What follows belongs to an exercise in optimizing a design on an open flow for small area; a production flow would make more cautious choices. Function was checked by simulation only, so behaviour that the tests miss may differ from the original. In this run the design's own scripts or RTL, not TritonCTS, make the clock network. The clock port is modelled as an ideal driver, which makes a skipped or thinned clock tree look cheaper than it is; a real chip needs a root buffer or a tree. No activity file was given, so power comes from the tool's default toggle rates.

`design.v`:
```
module MESI_FSM #(
    parameter Cache_Block_Size = 8,
    parameter host_pid = 2'b00 )(
    input logic clk,
    input logic resetn,
    input logic Core_Op,                     
    output logic PrHlt,
    input logic [3:0] pr_addr,               
    output logic [Cache_Block_Size-1:0] Cache_output,
    input logic [Cache_Block_Size-1:0] Cache_input,
    input logic [(2+3+2+2+Cache_Block_Size)-1:0] bus_in,
    output logic [(2+3+2+2+Cache_Block_Size)-1:0] bus_out,
    input logic flag_in,
    output logic flag_out
    );
    logic [7:0] data [0:3];
    logic [1:0] tagd [0:3];
    logic [1:0] st   [0:3];
    logic [1:0] cnt;           
    logic [2:0] bo_tid;
    logic [3:0] bo_addr;
    logic [7:0] bo_data;
    wire       rn    = resetn;
    wire       op    = Core_Op;
    wire [1:0] ptag  = pr_addr[3:2];
    wire [1:0] pidx  = pr_addr[1:0];
    wire [2:0] tid   = bus_in[14:12];
    wire [1:0] btag  = bus_in[11:10];
    wire [1:0] bidx  = bus_in[9:8];
    wire [7:0] bdata = bus_in[7:0];
    wire [3:0] nps, nbs;
    mesi_dec u_pdec (.a(pidx), .ns(nps));
    mesi_dec u_bdec (.a(bidx), .ns(nbs));
    wire [1:0] sb, sp, tp;
    genvar gi, gj;
    generate for (gj = 0; gj < 2; gj++) begin : g_rd
        mesi_sel4 u_sb (.d0(st[0][gj]),   .d1(st[1][gj]),   .d2(st[2][gj]),   .d3(st[3][gj]),   .ns(nbs), .y(sb[gj]));
        mesi_sel4 u_sp (.d0(st[0][gj]),   .d1(st[1][gj]),   .d2(st[2][gj]),   .d3(st[3][gj]),   .ns(nps), .y(sp[gj]));
        mesi_sel4 u_tp (.d0(tagd[0][gj]), .d1(tagd[1][gj]), .d2(tagd[2][gj]), .d3(tagd[3][gj]), .ns(nps), .y(tp[gj]));
    end endgenerate
    wire rst, nsnoopR, t01, x1, x0, nsbv, nhitA, A, nA, is3H, B, flush;
    c_inv    u_rst  (.a(rn), .y(rst));
    c_o211ai u_snp  (.a1(bus_in[16]), .a2(bus_in[15]), .b1(flag_in), .c1(rn), .y(nsnoopR));
    c_nor2   u_t01  (.a(tid[2]), .b(tid[1]), .y(t01));
    c_xnor2  u_x1   (.a(tp[1]), .b(btag[1]), .y(x1));
    c_xnor2  u_x0   (.a(tp[0]), .b(btag[0]), .y(x0));
    c_nor2   u_nsbv (.a(sb[1]), .b(sb[0]), .y(nsbv));
    c_nand3b u_nhA  (.an(nsbv), .b(x1), .c(x0), .y(nhitA));      
    c_nor2   u_A    (.a(nsnoopR), .b(nhitA), .y(A));               
    c_inv    u_nA   (.a(A), .y(nA));
    c_and4b  u_is3H (.an(tid[2]), .b(tid[1]), .c(tid[0]), .d(PrHlt), .x(is3H));
    c_and3b  u_B    (.an(nsnoopR), .b(nhitA), .c(is3H), .x(B));    
    c_and4   u_fl   (.a(A), .b(sb[1]), .c(sb[0]), .d(t01), .x(flush));
    wire [1:0] sba;
    wire nk0, sbx;
    c_nor2b  u_sba1 (.a(t01), .bn(sb[1]), .y(sba[1]));
    c_inv    u_nk0  (.a(tid[0]), .y(nk0));
    c_o31a   u_sbx  (.a1(tid[2]), .a2(tid[0]), .a3(sb[1]), .b1(sb[0]), .x(sbx));
    c_mux2   u_sba0 (.a0(sbx), .a1(nk0), .s(t01), .x(sba[0]));
    wire sm1, sm0, e1, e0, y1, y0, same, eqpb, nshr, shr;
    c_o22ai  u_sm1  (.a1(nps[0]), .a2(nbs[0]), .b1(nps[1]), .b2(nbs[1]), .y(sm1));    
    c_o22ai  u_sm0  (.a1(nps[2]), .a2(nbs[2]), .b1(nps[3]), .b2(nbs[3]), .y(sm0));    
    c_xnor2  u_e1   (.a(ptag[1]), .b(btag[1]), .y(e1));
    c_xnor2  u_e0   (.a(ptag[0]), .b(btag[0]), .y(e0));
    c_xnor2  u_y1   (.a(tp[1]), .b(ptag[1]), .y(y1));
    c_xnor2  u_y0   (.a(tp[0]), .b(ptag[0]), .y(y0));
    c_or2    u_same (.a(sm1), .b(sm0), .x(same));
    c_and2   u_eqpb (.a(e1), .b(e0), .x(eqpb));
    c_nand2  u_nshr (.a(same), .b(eqpb), .y(nshr));
    c_inv    u_shr  (.a(nshr), .y(shr));
    wire ASm, sbav, spv, v1p, vt, nhitP, hitP, nAt, ns1p1, upgr;
    c_and2   u_ASm  (.a(A), .b(same), .x(ASm));
    c_or2    u_sbav (.a(sba[1]), .b(sba[0]), .x(sbav));
    c_or2    u_spv  (.a(sp[1]), .b(sp[0]), .x(spv));
    c_mux2   u_v1p  (.a0(spv), .a1(sbav), .s(ASm), .x(v1p));
    c_and4   u_vt   (.a(v1p), .b(y1), .c(y0), .d(rn), .x(vt));
    c_mux2i  u_nhP  (.a0(vt), .a1(eqpb), .s(B), .y(nhitP));
    c_inv    u_hP   (.a(nhitP), .y(hitP));                         
    c_nand2  u_nAt  (.a(ASm), .b(t01), .y(nAt));
    c_nand2  u_ns1  (.a(sp[1]), .b(nAt), .y(ns1p1));                
    c_and4b  u_upg  (.an(B), .b(vt), .c(Core_Op), .d(ns1p1), .x(upgr));
    wire missR, fillR, nfillR, pwrR, preqR, nWR, nones;
    c_and2   u_miss (.a(nhitP), .b(rn), .x(missR));
    c_and2   u_fill (.a(missR), .b(cnt[1]), .x(fillR));
    c_inv    u_nfil (.a(fillR), .y(nfillR));
    c_a21o   u_pwr  (.a1(hitP), .a2(Core_Op), .b1(fillR), .x(pwrR));    
    c_or2    u_preq (.a(missR), .b(upgr), .x(preqR));                    
    c_nor2   u_nWR  (.a(pwrR), .b(B), .y(nWR));
    wire npwrR, nB;
    c_inv    u_npw  (.a(pwrR), .y(npwrR));
    c_inv    u_nB   (.a(B), .y(nB));
    c_or2b   u_none (.a(Core_Op), .bn(fillR), .x(nones));               
    wire Bs, nCD, cbx, cby, co_sbd, cbz, co_k, co_nff;
    c_and2   u_Bs   (.a(B), .b(same), .x(Bs));
    c_or3    u_nCD  (.a(Core_Op), .b(nhitP), .c(Bs), .x(nCD));
    c_nor2   u_cbx  (.a(eqpb), .b(cnt[1]), .y(cbx));
    c_or2    u_cby  (.a(shr), .b(cbx), .x(cby));
    c_and3b  u_csbd (.an(Core_Op), .b(B), .c(cby), .x(co_sbd));
    c_nor3   u_cbz  (.a(B), .b(hitP), .c(cnt[1]), .y(cbz));
    c_o21a   u_cok  (.a1(Core_Op), .a2(cbz), .b1(rn), .x(co_k));
    assign co_nff = nones;
    wire BD, nBD, SPR, bo_k, bo_nff;
    c_nor2b  u_BD   (.a(preqR), .bn(flush), .y(BD));
    c_inv    u_nBD  (.a(BD), .y(nBD));
    c_nor3   u_bok  (.a(preqR), .b(flush), .c(rst), .y(bo_k));
    assign SPR    = preqR;
    assign bo_nff = nfillR;
    wire [2:0] tid_next;
    wire nc1, mw, f_next, zc, hb;
    wire [1:0] cnt_next;
    wire h_next;
    c_a21o   u_tid2 (.a1(bo_tid[2]), .a2(bo_k), .b1(fillR), .x(tid_next[2]));
    c_a211o  u_tid1 (.a1(bo_tid[1]), .a2(bo_k), .b1(upgr), .c1(BD), .x(tid_next[1]));
    c_inv    u_nc1  (.a(cnt[1]), .y(nc1));
    c_and3   u_mw   (.a(missR), .b(nc1), .c(Core_Op), .x(mw));
    c_a211o  u_tid0 (.a1(bo_tid[0]), .a2(bo_k), .b1(mw), .c1(BD), .x(tid_next[0]));
    c_or2    u_fo   (.a(preqR), .b(flush), .x(f_next));
    c_a22o   u_c1   (.a1(missR), .a2(cnt[0]), .b1(hitP), .b2(cnt[1]), .x(cnt_next[1]));
    c_nor2   u_zc   (.a(cnt[1]), .b(cnt[0]), .y(zc));
    c_a22o   u_c0   (.a1(missR), .a2(zc), .b1(hitP), .b2(cnt[0]), .x(cnt_next[0]));
    c_and3b  u_hb   (.an(B), .b(hitP), .c(PrHlt), .x(hb));
    c_a21o   u_h    (.a1(missR), .a2(nc1), .b1(hb), .x(h_next));
    wire [1:0] wv, tv;
    wire Bnf;
    wire [7:0] xval;
    c_a21o   u_wv1  (.a1(pwrR), .a2(nshr), .b1(Core_Op), .x(wv[1]));
    c_or3b   u_wv0  (.a(Core_Op), .b(shr), .cn(pwrR), .x(wv[0]));
    c_nor2b  u_Bnf  (.a(fillR), .bn(B), .y(Bnf));
    generate for (gj = 0; gj < 2; gj++) begin : g_tv
        c_mux2 u_tv (.a0(ptag[gj]), .a1(btag[gj]), .s(Bnf), .x(tv[gj]));
    end endgenerate
    generate for (gj = 0; gj < 8; gj++) begin : g_xv
        c_mux2 u_xv (.a0(bdata[gj]), .a1(Cache_input[gj]), .s(Core_Op), .x(xval[gj]));
    end endgenerate
    wire [3:0] Lp, tkeep, Ab, Kp, load, keep, one, co_s, bo_s;
    generate for (gi = 0; gi < 4; gi++) begin : g_blk
        mesi_blk u_blk (.rst(rst), .nps(nps[gi]), .nbs(nbs[gi]),
                        .nWR(nWR), .nA(nA), .npwrR(npwrR), .nB(nB), .nones(nones), .nCD(nCD), .nBD(nBD),
                        .Lp(Lp[gi]), .tkeep(tkeep[gi]), .Ab(Ab[gi]), .Kp(Kp[gi]),
                        .load(load[gi]), .keep(keep[gi]), .one(one[gi]),
                        .co_s(co_s[gi]), .bo_s(bo_s[gi]));
    end endgenerate
    logic [7:0] dnext [0:3];
    logic [1:0] tnext [0:3];
    logic [1:0] snext [0:3];
    wire  [7:0] co_next, bod_next;
    wire  [3:0] boa_next;
    generate for (gi = 0; gi < 4; gi++) begin : g_dp
        for (gj = 0; gj < 8; gj++) begin : g_d
            mesi_a221o u_d (.a1(data[gi][gj]), .a2(keep[gi]), .b1(xval[gj]), .b2(load[gi]), .c1(one[gi]), .x(dnext[gi][gj]));
        end
        for (gj = 0; gj < 2; gj++) begin : g_ts
            mesi_a22o  u_t (.a1(tagd[gi][gj]), .a2(tkeep[gi]), .b1(tv[gj]), .b2(Lp[gi]), .x(tnext[gi][gj]));
            mesi_a222o u_s (.a1(st[gi][gj]), .a2(Kp[gi]), .b1(sba[gj]), .b2(Ab[gi]), .c1(wv[gj]), .c2(Lp[gi]), .x(snext[gi][gj]));
        end
    end endgenerate
    generate for (gj = 0; gj < 8; gj++) begin : g_out
        wire u, v, w, z;
        mesi_a222oi u_cu (.a1(data[0][gj]), .a2(co_s[0]), .b1(data[1][gj]), .b2(co_s[1]), .c1(data[2][gj]), .c2(co_s[2]), .y(u));
        mesi_a222oi u_cv (.a1(data[3][gj]), .a2(co_s[3]), .b1(bdata[gj]), .b2(co_sbd), .c1(Cache_output[gj]), .c2(co_k), .y(v));
        mesi_nand3  u_co (.a(u), .b(v), .c(co_nff), .y(co_next[gj]));
        mesi_a222oi u_bu (.a1(data[0][gj]), .a2(bo_s[0]), .b1(data[1][gj]), .b2(bo_s[1]), .c1(data[2][gj]), .c2(bo_s[2]), .y(w));
        mesi_a22oi  u_bv (.a1(data[3][gj]), .a2(bo_s[3]), .b1(bo_data[gj]), .b2(bo_k), .y(z));
        mesi_nand3  u_bo (.a(w), .b(z), .c(bo_nff), .y(bod_next[gj]));
    end endgenerate
    generate for (gj = 0; gj < 4; gj++) begin : g_boa
        mesi_a222o u_a (.a1(pr_addr[gj]), .a2(SPR), .b1(bus_in[8+gj]), .b2(BD), .c1(bo_addr[gj]), .c2(bo_k), .x(boa_next[gj]));
    end endgenerate
    always_ff @(posedge clk) begin
        for (int i = 0; i < 4; i++) begin
            data[i] <= dnext[i];
            tagd[i] <= tnext[i];
            st[i]   <= snext[i];
        end
        bo_data      <= bod_next;
        bo_addr      <= boa_next;
        Cache_output <= co_next;
        bo_tid   <= tid_next;
        flag_out <= f_next;
        cnt      <= cnt_next;
        PrHlt    <= h_next;
    end
    assign bus_out = {host_pid, bo_tid, bo_addr, bo_data};
endmodule
module mesi_blk (
    input  logic rst, nps, nbs,
    input  logic nWR, nA, npwrR, nB, nones, nCD, nBD,
    output logic Lp, tkeep, Ab, Kp, load, keep, one, co_s, bo_s);
    wire bsA;
    c_nor2 u_Lp (.a(nps), .b(nWR), .y(Lp));           
    c_nor2 u_tk (.a(Lp), .b(rst), .y(tkeep));
    c_nor2 u_bA (.a(nbs), .b(nA), .y(bsA));           
    c_nor3 u_Ab (.a(nbs), .b(nA), .c(Lp), .y(Ab));
    c_nor3 u_Kp (.a(rst), .b(Lp), .c(bsA), .y(Kp));
    c_o22ai u_ld (.a1(npwrR), .a2(nps), .b1(nB), .b2(nbs), .y(load));    
    c_nor2 u_kp (.a(load), .b(rst), .y(keep));
    c_nor2 u_on (.a(nones), .b(nps), .y(one));
    c_nor2 u_cs (.a(nCD), .b(nps), .y(co_s));
    c_nor2 u_bs (.a(nBD), .b(nbs), .y(bo_s));
endmodule
module mesi_dec (input logic [1:0] a, output logic [3:0] ns);
    wire n1, n0;
    c_inv   u_n1 (.a(a[1]), .y(n1));
    c_inv   u_n0 (.a(a[0]), .y(n0));
    c_nand2 u_n0s (.a(n1),   .b(n0),   .y(ns[0]));
    c_nand2 u_n1s (.a(n1),   .b(a[0]), .y(ns[1]));
    c_nand2 u_n2s (.a(a[1]), .b(n0),   .y(ns[2]));
    c_nand2 u_n3s (.a(a[1]), .b(a[0]), .y(ns[3]));
endmodule
module mesi_sel4 (input logic d0, d1, d2, d3, input logic [3:0] ns, output logic y);
    wire u, v;
    mesi_o22ai u_u (.a1(d0), .a2(ns[0]), .b1(d1), .b2(ns[1]), .y(u));
    mesi_o22ai u_v (.a1(d2), .a2(ns[2]), .b1(d3), .b2(ns[3]), .y(v));
    mesi_nor2  u_y (.a(u), .b(v), .y(y));
endmodule
module mesi_a221o (input logic a1, a2, b1, b2, c1, output logic x);
    assign x = (a1 & a2) | (b1 & b2) | c1;
endmodule
module mesi_a22o (input logic a1, a2, b1, b2, output logic x);
    assign x = (a1 & a2) | (b1 & b2);
endmodule
module mesi_a222o (input logic a1, a2, b1, b2, c1, c2, output logic x);
    wire y;
    mesi_a222oi u_y (.a1(a1), .a2(a2), .b1(b1), .b2(b2), .c1(c1), .c2(c2), .y(y));
    assign x = ~y;
endmodule
module mesi_a222oi (input logic a1, a2, b1, b2, c1, c2, output logic y);
    assign y = ~((a1 & a2) | (b1 & b2) | (c1 & c2));
endmodule
module mesi_a22oi (input logic a1, a2, b1, b2, output logic y);
    assign y = ~((a1 & a2) | (b1 & b2));
endmodule
module mesi_o22ai (input logic a1, a2, b1, b2, output logic y);
    assign y = ~((a1 | a2) & (b1 | b2));
endmodule
module mesi_nor2 (input logic a, b, output logic y);
    assign y = ~(a | b);
endmodule
module mesi_nand3 (input logic a, b, c, output logic y);
    assign y = ~(a & b & c);
endmodule
module c_inv    (input logic a, output logic y);                   assign y = ~a;                         endmodule
module c_nand2  (input logic a, b, output logic y);                assign y = ~(a & b);                   endmodule
module c_nor2   (input logic a, b, output logic y);                assign y = ~(a | b);                   endmodule
module c_nor3   (input logic a, b, c, output logic y);             assign y = ~(a | b | c);               endmodule
module c_and2   (input logic a, b, output logic x);                assign x = a & b;                      endmodule
module c_and3   (input logic a, b, c, output logic x);             assign x = a & b & c;                  endmodule
module c_and4   (input logic a, b, c, d, output logic x);          assign x = a & b & c & d;              endmodule
module c_or2    (input logic a, b, output logic x);                assign x = a | b;                      endmodule
module c_or3    (input logic a, b, c, output logic x);             assign x = a | b | c;                  endmodule
module c_o22ai  (input logic a1, a2, b1, b2, output logic y);      assign y = ~((a1 | a2) & (b1 | b2));   endmodule
module c_xnor2  (input logic a, b, output logic y);                assign y = ~(a ^ b);                   endmodule
module c_nor2b  (input logic a, bn, output logic y);               assign y = ~a & bn;                    endmodule
module c_or2b   (input logic a, bn, output logic x);               assign x = a | ~bn;                    endmodule
module c_or3b   (input logic a, b, cn, output logic x);            assign x = a | b | ~cn;                endmodule
module c_nand3b (input logic an, b, c, output logic y);            assign y = an | ~b | ~c;               endmodule
module c_and3b  (input logic an, b, c, output logic x);            assign x = ~an & b & c;                endmodule
module c_and4b  (input logic an, b, c, d, output logic x);         assign x = ~an & b & c & d;            endmodule
module c_o211ai (input logic a1, a2, b1, c1, output logic y);      assign y = ~((a1 | a2) & b1 & c1);     endmodule
module c_o21a   (input logic a1, a2, b1, output logic x);          assign x = (a1 | a2) & b1;             endmodule
module c_o31a   (input logic a1, a2, a3, b1, output logic x);      assign x = (a1 | a2 | a3) & b1;        endmodule
module c_a21o   (input logic a1, a2, b1, output logic x);          assign x = (a1 & a2) | b1;             endmodule
module c_a211o  (input logic a1, a2, b1, c1, output logic x);      assign x = (a1 & a2) | b1 | c1;        endmodule
module c_a22o   (input logic a1, a2, b1, b2, output logic x);      assign x = (a1 & a2) | (b1 & b2);      endmodule
module c_mux2   (input logic a0, a1, s, output logic x);           assign x = s ? a1 : a0;                endmodule
module c_mux2i  (input logic a0, a1, s, output logic y);           assign y = ~(s ? a1 : a0);             endmodule
```
`flow/run.sh`:
```
#!/bin/bash
# The standard ORFS flow (standard.sh, unchanged synthesis) with:
# ABC's buffers removed and every combinational cell downsized after
# floorplan (flow/downsize.tcl), buf_1 port buffers, and a one-level clock
# tree of a few buffers in place of clock_tree_synthesis (flow/manual_cts.tcl).
set -euo pipefail
cd "$(dirname "$0")/.."
W=$(pwd)
bash standard.sh \
  REMOVE_ABC_BUFFERS=1 \
  POST_FLOORPLAN_TCL=$W/flow/downsize.tcl \
  PRE_CTS_TCL=$W/flow/manual_cts.tcl \
  BUFFER_PORTS_ARGS="-buffer_cell sky130_fd_sc_hd__buf_1" \
  finish > flow_standard.log 2>&1
```
`flow/downsize.tcl`:
```
# Swap every combinational cell for the smallest cell of the same function
# (same name up to the drive-strength suffix). Later repair steps fix any
# slew, capacitance or timing this breaks.
set db [ord::get_db]
set block [[$db getChip] getBlock]
set dont_use [split $::env(DONT_USE_CELLS)]
set n 0
foreach inst [$block getInsts] {
  set m [$inst getMaster]
  set name [$m getName]
  if { ![regexp {^(sky130_fd_sc_hd__[a-z0-9]+)_([0-9]+)$} $name -> base sz] } { continue }
  if { [regexp {df|dl|tap|fill|decap|conb|clk|probe|lpflow|diode} $base] } { continue }
  set best $m
  foreach s {0 1 2 4 6 8 12 16} {
    set c [$db findMaster ${base}_$s]
    if { $c eq "NULL" || $c eq "" } { continue }
    if { [lsearch -exact $dont_use ${base}_$s] >= 0 } { continue }
    if { [$c getWidth] < [$best getWidth] } { set best $c }
  }
  if { $best ne $m } {
    replace_cell [$inst getName] [$best getName]
    incr n
  }
}
puts "downsize: replaced $n cells"
```
`flow/manual_cts.tcl`:
```
proc mcts_split { pts k } {
  if { $k <= 1 || [llength $pts] <= 1 } { return [list $pts] }
  set xs {}; set ys {}
  foreach p $pts { lappend xs [lindex $p 1]; lappend ys [lindex $p 2] }
  set xs [lsort -integer $xs]; set ys [lsort -integer $ys]
  set dx [expr {[lindex $xs end] - [lindex $xs 0]}]
  set dy [expr {[lindex $ys end] - [lindex $ys 0]}]
  set idx [expr {$dx >= $dy ? 1 : 2}]
  set s [lsort -integer -index $idx $pts]
  set k1 [expr {$k / 2}]
  set n1 [expr {int(round(double([llength $s]) * $k1 / $k))}]
  return [concat [mcts_split [lrange $s 0 [expr {$n1 - 1}]] $k1] \
                 [mcts_split [lrange $s $n1 end] [expr {$k - $k1}]]]
}

proc mcts_centre { pts } {
  set sx 0; set sy 0
  foreach p $pts { incr sx [lindex $p 1]; incr sy [lindex $p 2] }
  set n [llength $pts]
  return [list [expr {$sx / $n}] [expr {$sy / $n}]]
}

# build K groups driven by cell leaf; returns the created instances and nets
proc mcts_build { block clk pts k leaf tag } {
  set db [ord::get_db]
  set made {}
  set g 0
  foreach grp [mcts_split $pts $k] {
    set net [odb::dbNet_create $block clknet_${tag}_$g]
    $net setSigType CLOCK
    set inst [odb::dbInst_create $block [$db findMaster $leaf] clkbuf_${tag}_$g]
    [$inst findITerm A] connect $clk
    [$inst findITerm X] connect $net
    foreach p $grp {
      set it [lindex $p 0]
      $it disconnect
      $it connect $net
    }
    set c [mcts_centre $grp]
    $inst setLocation [lindex $c 0] [lindex $c 1]
    $inst setPlacementStatus PLACED
    lappend made [list $inst $net $grp]
    incr g
  }
  return $made
}

proc mcts_undo { clk made } {
  foreach m $made {
    lassign $m inst net grp
    foreach p $grp {
      set it [lindex $p 0]
      $it disconnect
      $it connect $clk
    }
    odb::dbInst_destroy $inst
    odb::dbNet_destroy $net
  }
}

proc mcts_max_slew { } {
  set mx 0
  foreach p [get_pins -hierarchical */CLK] {
    foreach t {rise fall} {
      set s [get_property $p slew_max_$t]
      if { $s > $mx } { set mx $s }
    }
  }
  return $mx
}

proc clock_tree_synthesis { args } {
  set target 0.115
  if { [info exists ::env(MCTS_TARGET)] } { set target $::env(MCTS_TARGET) }
  set cands {
    {2 sky130_fd_sc_hd__buf_12}
    {3 sky130_fd_sc_hd__buf_8}
    {2 sky130_fd_sc_hd__clkbuf_16}
    {2 sky130_fd_sc_hd__buf_16}
    {4 sky130_fd_sc_hd__clkbuf_8}
    {3 sky130_fd_sc_hd__buf_12}
    {4 sky130_fd_sc_hd__buf_8}
    {3 sky130_fd_sc_hd__clkbuf_16}
    {4 sky130_fd_sc_hd__buf_12}
    {3 sky130_fd_sc_hd__buf_16}
    {4 sky130_fd_sc_hd__buf_16}
  }
  set db [ord::get_db]
  set block [[$db getChip] getBlock]
  set clk [$block findNet clk]
  set pts {}
  foreach it [$clk getITerms] {
    if { [$it isInputSignal] } {
      set loc [[$it getInst] getLocation]
      lappend pts [list $it [lindex $loc 0] [lindex $loc 1]]
    }
  }
  set_propagated_clock [all_clocks]
  set n 0
  foreach c $cands {
    lassign $c k leaf
    set made [mcts_build $block $clk $pts $k $leaf t$n]
    estimate_parasitics -placement
    set s [mcts_max_slew]
    puts "manual cts: $k x $leaf: estimated max clock-pin slew [format %.1f [expr {$s * 1000}]] ps"
    if { $s <= $target || $n == [llength $cands] - 1 } {
      puts "manual cts: kept $k x $leaf for [llength $pts] flip-flops"
      return
    }
    mcts_undo $clk $made
    incr n
  }
}
```
`standard.sh`:
```
#!/bin/bash
# synth_recipe.tcl (not shown) runs the flow's synth.tcl, then flattens the netlist and writes it again
# the make line also repeats each setting of config.mk as NAME=value (left out here)
make -C /OpenROAD-flow-scripts/flow DESIGN_CONFIG=/design/flow/config.mk WORK_HOME=/design/flow/orfs CLKGATE_MAP_FILE= SYNTH_SCRIPT=/design/flow/synth_recipe.tcl "${@:-finish}"
```
`config.mk`:
```
export PLATFORM = sky130hd
export DESIGN_NAME = MESI_FSM
export DESIGN_NICKNAME = MESI_FSM
export VERILOG_FILES = /design/flow/design.v
export SDC_FILE = /design/flow/constraint.sdc
export NUM_CORES = 4
export LEC_CHECK = 0
export CAP_MARGIN = 0
export CORE_MARGIN = 2
export CORE_UTILIZATION = 60
export GPL_TIMING_DRIVEN = 0
export SLEW_MARGIN = 0
export SYNTH_HIERARCHICAL = 1
export SYNTH_MINIMUM_KEEP_SIZE = 0
```
`constraint.sdc`:
```
create_clock -name core_clock -period 8.0 [get_ports {clk}]
set_input_delay 1.6000 -clock core_clock [delete_from_list [all_inputs] [get_ports {clk}]]
set_output_delay 1.6000 -clock core_clock [all_outputs]
set_load 0.01 [all_outputs]
```
==> summary.txt <==
[power by group through the flow]
| stage | sequential (mW) | combinational (mW) | clock [mW] |
|---|---|---|---|
| finish | 0.421 | 0.117 | 0.153 |
| global route | 0.425 | 0.128 | 0.166 |
| CTS | 0.421 | 0.115 | 0.157 |
| detailed placement | 0.429 | 0.114 | 0 |
| global placement | 0.428 | 0.112 | 0 |
| floorplan | 0.431 | 0.0794 | 0 |
[metal layers]
metal / part of all wire (%) / vias to the layer above
met5: 0 / -
met4: 0.43 / 0
met3: 10 / 4
met2: 41 / 170
met1: 48 / 1495
li1: - / 1509
[per-module statistics from Yosys, one instance, submodules excluded, a selection]
module      flip-flops and latches  area (um2)  copies in the design
c_and4                           0        8.76                     2
mesi_a221o                       0        10.0                    32
c_o21a                           0        7.51                     1
mesi_nor2                        0        3.75                     6
mesi_a222o                       0        3.75                    12
c_mux2i                          0        10.0                     1
c_nand2                          0        3.75                    11
MESI_FSM                        75        1520                     1
c_mux2                           0        15.0                    12
c_xnor2                          0        8.76                     6
c_nor2                           0        3.75                    34
[critical path, stage by stage]
cell,delay [ns]
buf_1,0.12
inv_1,0.08
nand2_1,0.18
o22ai_1,0.27
nor2_1,0.13
o31a_1,0.24
mux2_1,0.37
or2_1,0.25
mux2_1,0.31
and4_1,0.19
mux2i_1,0.21
and2_1,0.26
and2_1,0.26
a21o_1,0.16
inv_1,0.10
o22ai_1,0.59
nor2_1,0.30
a221o_1,0.38
[logic make-up after synthesis]
| family | after synthesis |
|---|---|
| XOR/XNOR | 6 |
| AO/OA/AOI/OAI | 113 |
| multiplexers | 13 |
| buffers and inverters | 28 |
| AND/OR/NAND/NOR | 103 |
| flip-flops | 75 |
| other | 1 |
[state kept, by name, indices dropped and copies added (netlist names)]
| signal | flops |
|---|---|
| tagd | 8 |
| flag_out | 1 |
| data | 32 |
| st | 8 |
| Cache_output | 8 |
| PrHlt | 1 |
| bo_data | 8 |
| bo_addr | 4 |
| cnt | 2 |
| bo_tid | 3 |
[final cells by class]
type                    count  area (um2)  share of cell area (%)
multi-input cells         237        1730                    46.8
flip-flops and latches     75        1500                    40.7
repair buffers             57         214                    5.79
inverters                  26        97.6                    2.64
well taps                  72        90.1                    2.44
plain buffers               3        60.1                    1.63
[worst max path at each step]
stage	to	start	depth (start not counted)	slack, ns
2_1_floorplan	data[1][0]	bus_in[9]	17	2.91
3_3_place_gp	data[3][0]	bus_in[9]	18	2.00
3_5_place_dp	data[3][4]	bus_in[9]	18	2.02
4_1_cts	data[3][4]	bus_in[9]	18	2.16
5_1_grt	data[2][1]	pr_addr[1]	19	1.56
6_report	data[3][4]	bus_in[9]	18	2.02
[cell usage in the layout, fill, tap and decap left out, types with 2 or more instances in the layout]
master,netlist,layout
and4_1,2,2
a222oi_1,36,36
nor3_1,0,9
buf_12,0,3
conb_1,1,2
inv_1,26,26
nand3_1,16,16
or2_1,6,6
buf_1,0,57
and4b_1,2,2
xnor2_1,6,6
and3b_1,3,3
a211o_1,2,2
o22ai_1,18,18
a21o_1,4,4
and2_1,5,5
nor2b_1,0,3
nor2_1,40,40
dfxtp_1,75,75
a221o_1,32,32
mux2_1,0,12
nand2_1,11,11
a22o_1,10,10
a22oi_1,0,8
[per-stage QoR]
| step | setup slack, ns | power [mW] | area, um2 | instances |
|---|---|---|---|---|
| after floorplan | 2.91 | 0.511 | 3490 | 338 |
| after global placement | 2.00 | 0.540 | 3630 | 467 |
| after detailed placement | 2.02 | 0.543 | 3630 | 467 |
| after CTS | 2.16 | 0.692 | 3690 | 470 |
| after global routing | 1.56 | 0.719 | 3690 | 470 |
| final | 2.02 | 0.691 | 3690 | 470 |
==> impl_metrics.py <==
metrics = {
    "outcome": {
        "outcome": "no timing/DRC/antenna violations",
    },
    "critical_path": {
        "critPathRequiredTime_ns": 8.02,
        "rr_startpoint": "st[0][1]",
        "r2r_cells": 15,
        "r2r_end": "data[3][4]",
        "cp-end-kind": "flip-flop",
        "path_class": "in -> reg",
        "crit_arrival_ns": 6.00,
        "critPathLaunchType": "input port",
        "reg2reg_slack_ns": 3.62,
        "critPathMaxFanout": 9,
    },
    "clock_network": {
        "insertion_delay_ns": 0.14,
        "post_cts_buffers": 0,
        "post_cts_resized": 0,
        "clkTransAtPathRegs_ns": 0.10,
        "cts_hold_buf": 0,
    },
    "drt": {
        "routedWlPerCell_um": 18.6,
        "ant_nets": 0,
        "first_iter_violations": 407,
        "dr.pass1.iters": 8,
        "totalWireLength_um": 8760,
        "vias_per_cell": 6.76,
        "dr_total_vias": 3178,
        "drc": 0,
    },
    "synth": {
        "yosys.area_share.simple_pct": 16.6,
        "syn_area_mm2": 0.00350,
        "synthMuxAreaShare_pct": 5.44,
        "synth_area_leaders": "dfxtp_1 (43%), a222oi_1 (10%), a221o_1 (9.2%)",
        "synth.largest_area_cell": "dfxtp_1",
        "syn_inst": 339,
        "synthArstFlopShare_pct": 0,
        "yosysMostFrequentCell": "dfxtp_1",
        "synth_flop_cell": "dfxtp_1",
        "synth_common_cells": "dfxtp_1 (75), nor2_1 (40), a222oi_1 (36), a221o_1 (32), inv_1 (26)",
        "ys_ff_latch": 75,
        "ys_seq_area_share_pct": 42.9,
        "synth_top_family_by_area": "compound AO/OA/AOI/OAI gates",
        "synth_top_area_share_pct": 42.9,
        "synthAdderAreaFrac_pct": 0,
        "synth-edff-count": 0,
        "synth_xor_area_share_pct": 1.50,
        "yosys_warnings": 16,
        "synth_cell_types": 32,
        "synth_compound_gate_area_share_pct": 30.2,
        "postSynthAreaPerCell_um2": 10.3,
    },
    "sta": {
        "setup_viol": 0,
        "fin_crit_ns": 5.98,
        "final_hold_viol_count": 0,
        "whs_ns": 0.476,
        "grt_setup_unrepaired": "false",
        "skew_ns": 0.0132,
        "drv_slew": 0,
        "tightest_slew_ns": 0.926,
        "period_share_pct": 74.7,
        "fmax_mhz": 167,
        "tns_ns": 0,
        "slew_headroom_pct": 37.9,
    },
    "floorplanning": {
        "fp.dieH_um": 80.4,
        "ioPinCount": 60,
        "core_mm2": 0.00557,
        "rows": 27,
        "die_w_um": 80.4,
        "die-area_mm2": 0.00646,
        "initial_utilization_pct": 62.8,
    },
    "placement": {
        "globalplace.congestion": 0.915,
        "place_hpwl_um": 6710,
        "io_buffers": 57,
    },
    "power_and_ir_drop": {
        "power_switching_mw": 0.182,
        "cellPowerDensity_mw_per_mm2": 187,
        "p_int_mw": 0.509,
        "switching_share_pct": 26.3,
        "sequentialPowerShare_pct": 61.0,
        "power.leakage_nw": 1.49,
        "pwr-share-clk_pct": 22.1,
        "comb_power_share_pct": 16.9,
        "max-vdd-ir-drop_mv": 0.165,
    },
    "cells_and_area": {
        "area_delta_synth_final_pct": 5.58,
        "nets": 433,
        "layout-drive-gt1-share_pct": 1.01,
        "final_core_util_pct": 66.3,
        "nFillCells": 472,
        "num_antenna_cells": 0,
    },
    "global_route": {
        "grt-ovfl-total": 0,
        "use_met3_pct": 1.35,
        "use_met1_pct": 43.7,
        "first_global_vias": 2649,
        "antenna_found_initial": 0,
        "met2_usage_pct": 39.3,
        "grt_busiest_layer": "met1",
        "track_usage_pct": 26.3,
        "grt_max_degree": 26,
        "grt_pass1_wl_um": 13500,
    },
    "hold_path": {
        "hold_depth": 1,
        "hp-start": "bo_tid[2]",
        "whs_endpoint": "bo_tid[2]",
        "hold_path_class": "reg -> reg",
    },
    "job": {
        "drv_cap": 0,
    },
}

[port drivers added, routing unchanged]
No port has a modelled driver above. Below, the same layout with a new extraction and two added sets of constraints.
Step 1 assumes that a clkbuf_16 drives the clock port and a buf_2 every other input.
Step 2 times the ports against the registers' clock, not the clock port: input delays grow and output delays shrink by t, the midpoint of the rising clock arrivals with the driver on.
a / b / c = no drivers / after step 1 / after step 2; a / b = the first two.
shift t [ns]: 0.196
setup slack, ns: 2.025 / 2.071 / 1.875
hold WS [ns]: 0.476 / 0.476 / 0.476
After both steps setup and hold are still met in this run. For this run, drivers alone change the setup slack by +0.046 ns; drivers and shift together by -0.150 ns.
